Context: an optimization exercise on an open-source flow, tuned for small area, a short achievable clock period and few clock cycles per item. The choices shown serve that exercise and are no tape-out recipe.
Only simulation tests tie the RTL to the original design; equivalence was not proved.
Power figures rest on the tool's default switching activity, not on a simulated workload.

Design cubroot_add_system, start of the top module:
module cubroot_add_system (
    input clk_i,
    input rst_i,
    input start_i,
    input [7:0] a_bi,
    input [7:0] b_bi,
    output busy_o,
    output reg [15:0] result
);
export LEC_CHECK = 0
export CAP_MARGIN = 20
export CORE_MARGIN = 2
export CORE_UTILIZATION = 40
export SETUP_SLACK_MARGIN = 1.5
export SLEW_MARGIN = 20
create_clock -name core_clock -period 5.0 [get_ports {clk_i}]
standard.sh (not shown) runs the stock make flow with config.mk's settings and CLKGATE_MAP_FILE= SYNTH_SCRIPT=/design/flow/synth_recipe.tcl, a recipe that flattens the netlist after the stock synthesis.
==> flow/flow/run.sh <==
#!/bin/bash
# The standard layout, with every port buffered by sky130_fd_sc_hd__buf_2.
set -euo pipefail
export BUFFER_PORTS_ARGS="-buffer_cell sky130_fd_sc_hd__buf_2"
bash standard.sh > standard.log 2>&1
Testbench counts at the start, summed over its fixed seeds: cycles 2,048, items 2,048.
Edit:
==> flow/run.sh (new file) <==
#!/bin/bash
# synth_recipe.tcl (not shown) runs the flow's synth.tcl, then flattens the netlist and writes it again
# the make line also repeats each setting of config.mk as NAME=value (left out here)
make -C /OpenROAD-flow-scripts/flow DESIGN_CONFIG=/design/flow/config.mk WORK_HOME=/design/flow/orfs CLKGATE_MAP_FILE= SYNTH_SCRIPT=/design/flow/synth_recipe.tcl finish
removed: flow/flow/run.sh
removed: flow/standard.sh
Fmax fell by 2.5%.
Sequential power stays flat.
Synthesized cell count does not change.
Count of clock-buffer cells in the layout stays the same.
Combinational power is higher by 30%.
Wire length rose by 14%.
Hold slack stays flat.
Edit:
SETUP_SLACK_MARGIN = not set   (was 1.5)
What happened: Power went down by a little under a tenth; core utilization is lower by 4.9 points; final cell count came out lower by a few percent.

---

cubroot_add_system, a different RTL version from the one above (not shown whole).
For scale: roughly 16 flip-flops, about 1600 µm² of cells after synthesis.
export LEC_CHECK = 0
export CAP_MARGIN = 20
export CORE_AREA = 2 2 60 60
export CTS_BUF_LIST = sky130_fd_sc_hd__clkbuf_4
export DIE_AREA = 0 0 62 62
export PLACE_DENSITY = 0.5
export SETUP_SLACK_MARGIN = 2.2
export SLEW_MARGIN = 20
create_clock -name core_clock -period 5.0 [get_ports {clk_i}]
==> flow/flow/run.sh <==
#!/bin/bash
# The standard layout (standard.sh) with three changes:
#  - synthesis leaves full and half adders as plain logic for ABC (no adder
#    cells from ADDER_MAP_FILE),
#  - the final ABC mapping runs flow/abc.script when that file exists,
#  - every port is buffered by sky130_fd_sc_hd__buf_1.
# Each tool's output goes to the ORFS logs under orfs/logs; make's own output
# goes to standard.log here.
set -euo pipefail
here=$(pwd)
export ADDER_MAP_FILE=
export BUFFER_PORTS_ARGS="-buffer_cell sky130_fd_sc_hd__buf_1"
export FLOW_SYNTH_TCL="$here/synth_recipe.tcl"
if [[ -f "$here/flow/abc.script" ]]; then
  export MY_ABC_SCRIPT="$here/flow/abc.script"
  sed "s#SYNTH_SCRIPT=[^ ]*#SYNTH_SCRIPT=$here/flow/synth.tcl#" standard.sh > my_standard.sh
else
  cp standard.sh my_standard.sh
fi
bash my_standard.sh > standard.log 2>&1
==> flow/flow/abc.script <==
strash
 dch
 map -B 0.5 -G 120
 topo
 stime -c
 buffer -c
 upsize -c
 dnsize -c
==> flow/flow/synth.tcl <==
# The standard flow's synthesis script (synth_recipe.tcl, unchanged) with the final ABC
# mapping run on MY_ABC_SCRIPT instead of ORFS's abc_speed/abc_area script.
proc abc {args} {
  set i [lsearch -exact $args -script]
  if {$i >= 0} { lset args [expr {$i + 1}] $::env(MY_ABC_SCRIPT) }
  yosys abc {*}$args
}
source $::env(FLOW_SYNTH_TCL)
Testbench counts at the start, summed over its fixed seeds: cycles 2,048, items 2,048.
Rerun with:
--- a/flow/config.mk
+++ b/flow/config.mk
@@ -7,0 +8 @@
+export ABC_AREA = 1
@@ -9 +10,2 @@
-export CORE_AREA = 2 2 60 60
+export CORE_MARGIN = 2
+export CORE_UTILIZATION = 60
@@ -11,3 +13 @@
-export DIE_AREA = 0 0 62 62
-export PLACE_DENSITY = 0.5
-export SETUP_SLACK_MARGIN = 2.2
+export SETUP_SLACK_MARGIN = 2.0
removed: flow/flow/abc.script
=> Hold slack improved by 18 ps; area after synthesis goes up by 3.9%; clock power goes up by about 3%; routed wire length grows by 3.2%; sequential cell count stays the same; first-iteration DRC count came out higher by 63%; utilization climbs by 12 points; power drops by 1.9%; design area came out lower by 0.34%.
Rerun with:
--- a/flow/config.mk
+++ b/flow/config.mk
@@ -10,2 +10 @@
-export CORE_MARGIN = 2
-export CORE_UTILIZATION = 60
+export CORE_AREA = 2 2 60 60
@@ -13 +12,2 @@
-export SETUP_SLACK_MARGIN = 2.0
+export DIE_AREA = 0 0 62 62
+export SETUP_SLACK_MARGIN = 2.2
@@ -14,0 +15 @@
+export TNS_END_PERCENT = 0
Routed wire length grows by a few percent.
First-iteration DRC count shrinks by roughly a tenth.
Cell count grows by a few percent.
Design area grows by a few percent.
Synthesized cell count does not change.
Via count grows slightly.
Worst setup slack gains 140 ps.
Die area grows by about a fifth.

---

The RTL this note starts from:
==> flow/design.v <==
module mult (
    input  [7:0]  x,
    input  [2:0]  c,
    output [15:0] y
);
    wire t1 = x[0] & x[2];
    wire t2 = x[1] & (x[0] | c[2]);
    wire t3 = x[0] & x[3];
    wire t4 = x[2] & ~x[1];
    wire t5 = x[0] & x[4];
    wire t6 = x[1] & x[3];
    wire t7 = x[1] & x[2];
    wire t8 = x[0] & x[5];
    wire t9 = x[1] & x[4];
    wire t10 = x[3] & ~x[2];
    wire t11 = x[0] & x[6];
    wire t12 = x[1] & x[5];
    wire t13 = x[2] & x[4];
    wire t14 = x[2] & x[3];
    wire t15 = x[0] & x[7];
    wire t16 = x[1] & x[6];
    wire t17 = x[2] & x[5];
    wire t18 = x[4] & ~x[3];
    wire t19 = x[1] & x[7];
    wire t20 = x[2] & x[6];
    wire t21 = x[3] & x[5];
    wire t22 = x[3] & x[4];
    wire t23 = x[2] & x[7];
    wire t24 = x[3] & x[6];
    wire t25 = x[5] & ~x[4];
    wire t26 = x[3] & x[7];
    wire t27 = x[4] & x[6];
    wire t28 = x[4] & x[5];
    wire t29 = x[4] & x[7];
    wire t30 = x[6] & ~x[5];
    wire t31 = x[5] & x[7];
    wire t32 = x[5] & x[6];
    wire t33 = x[7] & ~x[6];
    wire t34 = x[6] & x[7];
    wire t35 = t11 ^ t12;
    wire t36 = t11 & t12;
    wire t37 = t15 ^ t16;
    wire t38 = t37 ^ t17;
    wire t39 = t37 ? t17 : t15;
    wire t40 = t19 ^ t20;
    wire t41 = t40 ^ t21;
    wire t42 = t40 ? t21 : t19;
    wire t43 = t23 ^ t24;
    wire t44 = t23 & t24;
    wire t45 = t26 ^ t27;
    wire t46 = t26 & t27;
    wire t47 = t5 ^ t6;
    wire t48 = t5 & t6;
    wire t49 = t8 ^ t9;
    wire t50 = t49 ^ t10;
    wire t51 = t49 ? t10 : t8;
    wire t52 = t35 ^ t13;
    wire t53 = t52 ^ t14;
    wire t54 = t52 ? t14 : t35;
    wire t55 = t38 ^ t18;
    wire t56 = t55 ^ t36;
    wire t57 = t55 ? t36 : t38;
    wire t58 = t41 ^ t22;
    wire t59 = t58 ^ t39;
    wire t60 = t58 ? t39 : t41;
    wire t61 = t43 ^ t25;
    wire t62 = t61 ^ t42;
    wire t63 = t61 ? t42 : t43;
    wire t64 = t45 ^ t28;
    wire t65 = t64 ^ t44;
    wire t66 = t64 ? t44 : t45;
    wire t67 = t29 ^ t30;
    wire t68 = t67 ^ t46;
    wire t69 = t67 ? t46 : t29;
    wire t70 = t31 ^ t32;
    wire t71 = t31 & t32;
    wire t72 = t1 & t2;
    wire t73 = t3 & t4;
    wire t74 = t47 & t7;
    wire t75 = t50 & t48;
    wire t76 = t53 & t51;
    wire t77 = t56 & t54;
    wire t78 = t59 & t57;
    wire t79 = t62 & t60;
    wire t80 = t65 & t63;
    wire t81 = t68 & t66;
    wire t82 = t70 & t69;
    wire t83 = t33 & t71;
    wire t84 = t34 & 1'b0;
    wire t85 = t1 ^ t2;
    wire t86 = t3 ^ t4;
    wire t87 = t47 ^ t7;
    wire t88 = t50 ^ t48;
    wire t89 = t53 ^ t51;
    wire t90 = t56 ^ t54;
    wire t91 = t59 ^ t57;
    wire t92 = t62 ^ t60;
    wire t93 = t65 ^ t63;
    wire t94 = t68 ^ t66;
    wire t95 = t70 ^ t69;
    wire t96 = t33 ^ t71;
    wire t97 = t34 ^ 1'b0;
    wire t98 = t73 | (t86 & t72);
    wire t99 = t86 & t85;
    wire t100 = t75 | (t88 & t74);
    wire t101 = t88 & t87;
    wire t102 = t77 | (t90 & t76);
    wire t103 = t90 & t89;
    wire t104 = t79 | (t92 & t78);
    wire t105 = t92 & t91;
    wire t106 = t81 | (t94 & t80);
    wire t107 = t94 & t93;
    wire t108 = t83 | (t96 & t82);
    wire t109 = t96 & t95;
    wire t110 = t100 | (t101 & t98);
    wire t111 = t101 & t99;
    wire t112 = t104 | (t105 & t102);
    wire t113 = t105 & t103;
    wire t114 = t108 | (t109 & t106);
    wire t115 = t109 & t107;
    wire t116 = t112 | (t113 & t110);
    wire t117 = t113 & t111;
    wire t118 = t114 | (t115 & t116);
    wire t119 = t115 & t117;
    wire t120 = t102 | (t103 & t110);
    wire t121 = t103 & t111;
    wire t122 = t106 | (t107 & t116);
    wire t123 = t107 & t117;
    wire t124 = t74 | (t87 & t98);
    wire t125 = t87 & t99;
    wire t126 = t76 | (t89 & t110);
    wire t127 = t89 & t111;
    wire t128 = t78 | (t91 & t120);
    wire t129 = t91 & t121;
    wire t130 = t80 | (t93 & t116);
    wire t131 = t93 & t117;
    wire t132 = t82 | (t95 & t122);
    wire t133 = t95 & t123;
    wire t134 = t84 | (t97 & t118);
    wire t135 = t97 & t119;
    wire t136 = t86 ^ t72;
    wire t137 = t87 ^ t98;
    wire t138 = t88 ^ t124;
    wire t139 = t89 ^ t110;
    wire t140 = t90 ^ t126;
    wire t141 = t91 ^ t120;
    wire t142 = t92 ^ t128;
    wire t143 = t93 ^ t116;
    wire t144 = t94 ^ t130;
    wire t145 = t95 ^ t122;
    wire t146 = t96 ^ t132;
    wire t147 = t97 ^ t118;
    wire [2:0] lo = {x[1] & ~x[0], 1'b0, x[0]} + c;
    assign y = {t147, t146, t145, t144, t143, t142, t141, t140, t139, t138, t137, t136, t85, lo};
endmodule
module cubroot (
    input  [7:0] x_bi,
    output [2:0] y_bo
);
    wire [7:0] x = x_bi;
    wire ge1   = |x;
    wire ge8   = |x[7:3];
    wire ge27  = |x[7:5] | (x[4] & x[3] & (x[2] | (x[1] & x[0])));
    wire ge64  = x[7] | x[6];
    wire ge125 = x[7] | (x[6] & x[5] & x[4] & x[3] & x[2] & (x[1] | x[0]));
    wire ge216 = x[7] & x[6] & (x[5] | (x[4] & x[3]));
    assign y_bo[2] = ge64;
    assign y_bo[1] = (ge8 & ~ge64) | ge216;
    assign y_bo[0] = (ge1 & ~ge8) | (ge27 & ~ge64) | (ge125 & ~ge216);
endmodule
module cubroot_add_system (
    input clk_i,
    input rst_i,
    input start_i,
    input [7:0] a_bi,
    input [7:0] b_bi,
    output busy_o,
    output reg [15:0] result
);
    wire        load = start_i & ~rst_i;
    wire [2:0]  cub_result;
    wire [15:0] sum;
    cubroot cub (.x_bi(b_bi), .y_bo(cub_result));
    mult square (.x(a_bi), .c(cub_result), .y(sum));
    always @(posedge clk_i) begin
        if (load)
            result <= sum;
    end
    assign busy_o = 1'b0;
endmodule
export LEC_CHECK = 0
export CAP_MARGIN = 20
export CORE_AREA = 2 2 60 60
export CTS_BUF_LIST = sky130_fd_sc_hd__clkbuf_4
export DIE_AREA = 0 0 62 62
export SETUP_SLACK_MARGIN = 2.2
export SLEW_MARGIN = 20
create_clock -name core_clock -period 5.0 [get_ports {clk_i}]
==> flow/flow/abc.script <==
strash
dch
map -B 0.4 -G 120
topo
stime -c
buffer -c
upsize -c
dnsize -c
Scripts as last shown in full above: flow/flow/run.sh, flow/flow/synth.tcl
Testbench counts at the start, summed over its fixed seeds: cycles 2,048, items 2,048.
Then changed:
==> flow/flow/abc.script (replaced) <==
strash
dch
map -B 0.5 -G 120
topo
stime -c
upsize -c
dnsize -c
PLACE_DENSITY = 0.5   (was not set)
What happened: The new run finished with timing, DRC and antenna clean. Via count decreases by 4.5%. Setup slack gets worse by 0.026 ns. Wire length came out lower by about 9%. Worst hold slack barely changes. Design area increases by about 0.54%.
Then changed:
==> flow/flow/abc.script (replaced) <==
strash
 dch
 map -D 1600
 topo
 stime -c
 buffer -c
 upsize -D 1600
 dnsize -D 1600
CORE_AREA = not set   (was 2 2 60 60)
CORE_MARGIN = 2   (was not set)
CORE_UTILIZATION = 40   (was not set)
CTS_BUF_LIST = not set   (was sky130_fd_sc_hd__clkbuf_4)
DIE_AREA = not set   (was 0 0 62 62)
PLACE_DENSITY = not set   (was 0.5)
Core utilization increases by 7.0 points.
Power goes up by a quarter to a third.
Sequential share of layout area goes down by 5.0 points.
Then changed:
==> flow/flow/abc.script (replaced) <==
strash
 dch
 map -B 0.5 -G 120
 topo
 stime -c
 buffer -c
 upsize -c
 dnsize -c
CORE_AREA = 2 2 60 60   (was not set)
CORE_MARGIN = not set   (was 2)
CORE_UTILIZATION = not set   (was 40)
CTS_BUF_LIST = sky130_fd_sc_hd__clkbuf_4   (was not set)
DIE_AREA = 0 0 62 62   (was not set)
PLACE_DENSITY = 0.5   (was not set)
SETUP_SLACK_MARGIN = 2.1   (was 2.2)
Result: Wire length fell by a quarter to a third. Sequential power is about the same. Final cell count rose slightly.
Then changed:
ABC_AREA = 1   (was not set)
CORE_AREA = not set   (was 2 2 60 60)
CORE_MARGIN = 2   (was not set)
CORE_UTILIZATION = 40   (was not set)
CTS_BUF_LIST = not set   (was sky130_fd_sc_hd__clkbuf_4)
DIE_AREA = not set   (was 0 0 62 62)
PLACE_DENSITY = not set   (was 0.5)
SETUP_SLACK_MARGIN = 2.2   (was 2.1)
removed: flow/flow/abc.script
What happened:
- non-clock buffer count climbs by 1
- critical path depth climbs by 3
- clock power climbs by 49%
- setup slack is better by 0.049 ns
- cell count climbs by 6.3%
- power climbs by 9.5%
- via count climbs by 1.2%
- fmax climbs by 1.9%
- final area climbs by 9.6%
- sequential share of layout area drops by 2.4 points
Then changed:
==> flow/flow/abc.script (new file) <==
strash
 dch
 map -B 0.3 -G 150
 topo
 stime -c
 buffer -c
 upsize -c
 dnsize -c
ABC_AREA = not set   (was 1)
CORE_AREA = 2 2 60 60   (was not set)
CORE_MARGIN = not set   (was 2)
CORE_UTILIZATION = not set   (was 40)
CTS_BUF_LIST = sky130_fd_sc_hd__clkbuf_4   (was not set)
DIE_AREA = 0 0 62 62   (was not set)
PLACE_DENSITY = 0.5   (was not set)
Setup slack improved by 0.011 ns.
Hold slack improved by 0.012 ns.
Global-route usage goes up by 3.3 points.
Combinational power goes up by about 2%.
Total power goes down by 6.1%.

[re-timing with driven ports]
The flow's constraints put no driver on any port. The routed layouts listed below were extracted and timed again, unchanged, in two steps. Step 1: set_driving_cell puts a clkbuf_16 on clk_i and a buf_2 on each other input, an assumption about the parent block. Step 2 times the ports against the registers' clock, not the clock port: input delays grow and output delays shrink by t, the midpoint of the rising clock arrivals with the driver on. Slacks: ideal / step 1 / step 2; pairs: ideal / step 1.
run | t (ns) | setup slack, ns | hold slack, ns | cell pins on the clock port's net
the first run of note 1 | 0.266 | 1.663 / 1.668 / 1.402 | 1.227 / 1.226 / 1.428 | 1
the second run of note 1 | 0.272 | 1.578 / 1.583 / 1.311 | 1.224 / 1.220 / 1.492 | 1
the third run of note 1 | 0.270 | 1.030 / 1.034 / 0.765 | 1.633 / 1.629 / 1.827 | 1
the first run of note 2 | 0.295 | 2.465 / 2.466 / 2.171 | 1.136 / 1.139 / 1.434 | 1
the second run of note 2 | 0.303 | 2.276 / 2.274 / 1.970 | 1.154 / 1.157 / 1.461 | 1
the third run of note 2 | 0.304 | 2.421 / 2.422 / 2.117 | 1.150 / 1.151 / 1.455 | 1
the first run of note 3 | 0.289 | 2.395 / 2.391 / 2.102 | 1.202 / 1.208 / 1.464 | 1
the second run of note 3 | 0.286 | 2.369 / 2.370 / 2.084 | 1.204 / 1.203 / 1.458 | 1
the third run of note 3 | 0.271 | 2.036 / 2.003 / 1.732 | 1.166 / 1.176 / 1.447 | 1
the fourth run of note 3 | 0.293 | 2.377 / 2.375 / 2.082 | 1.191 / 1.194 / 1.465 | 1
the fifth run of note 3 | 0.270 | 2.426 / 2.425 / 2.156 | 1.188 / 1.185 / 1.455 | 1
the sixth run of note 3 | 0.289 | 2.437 / 2.434 / 2.145 | 1.200 / 1.202 / 1.459 | 1
After both steps setup and hold are still met in every run listed. The setup slack of the second run of note 2, which loses most, moves by -0.002 ns with the drivers and by -0.306 ns with both steps.
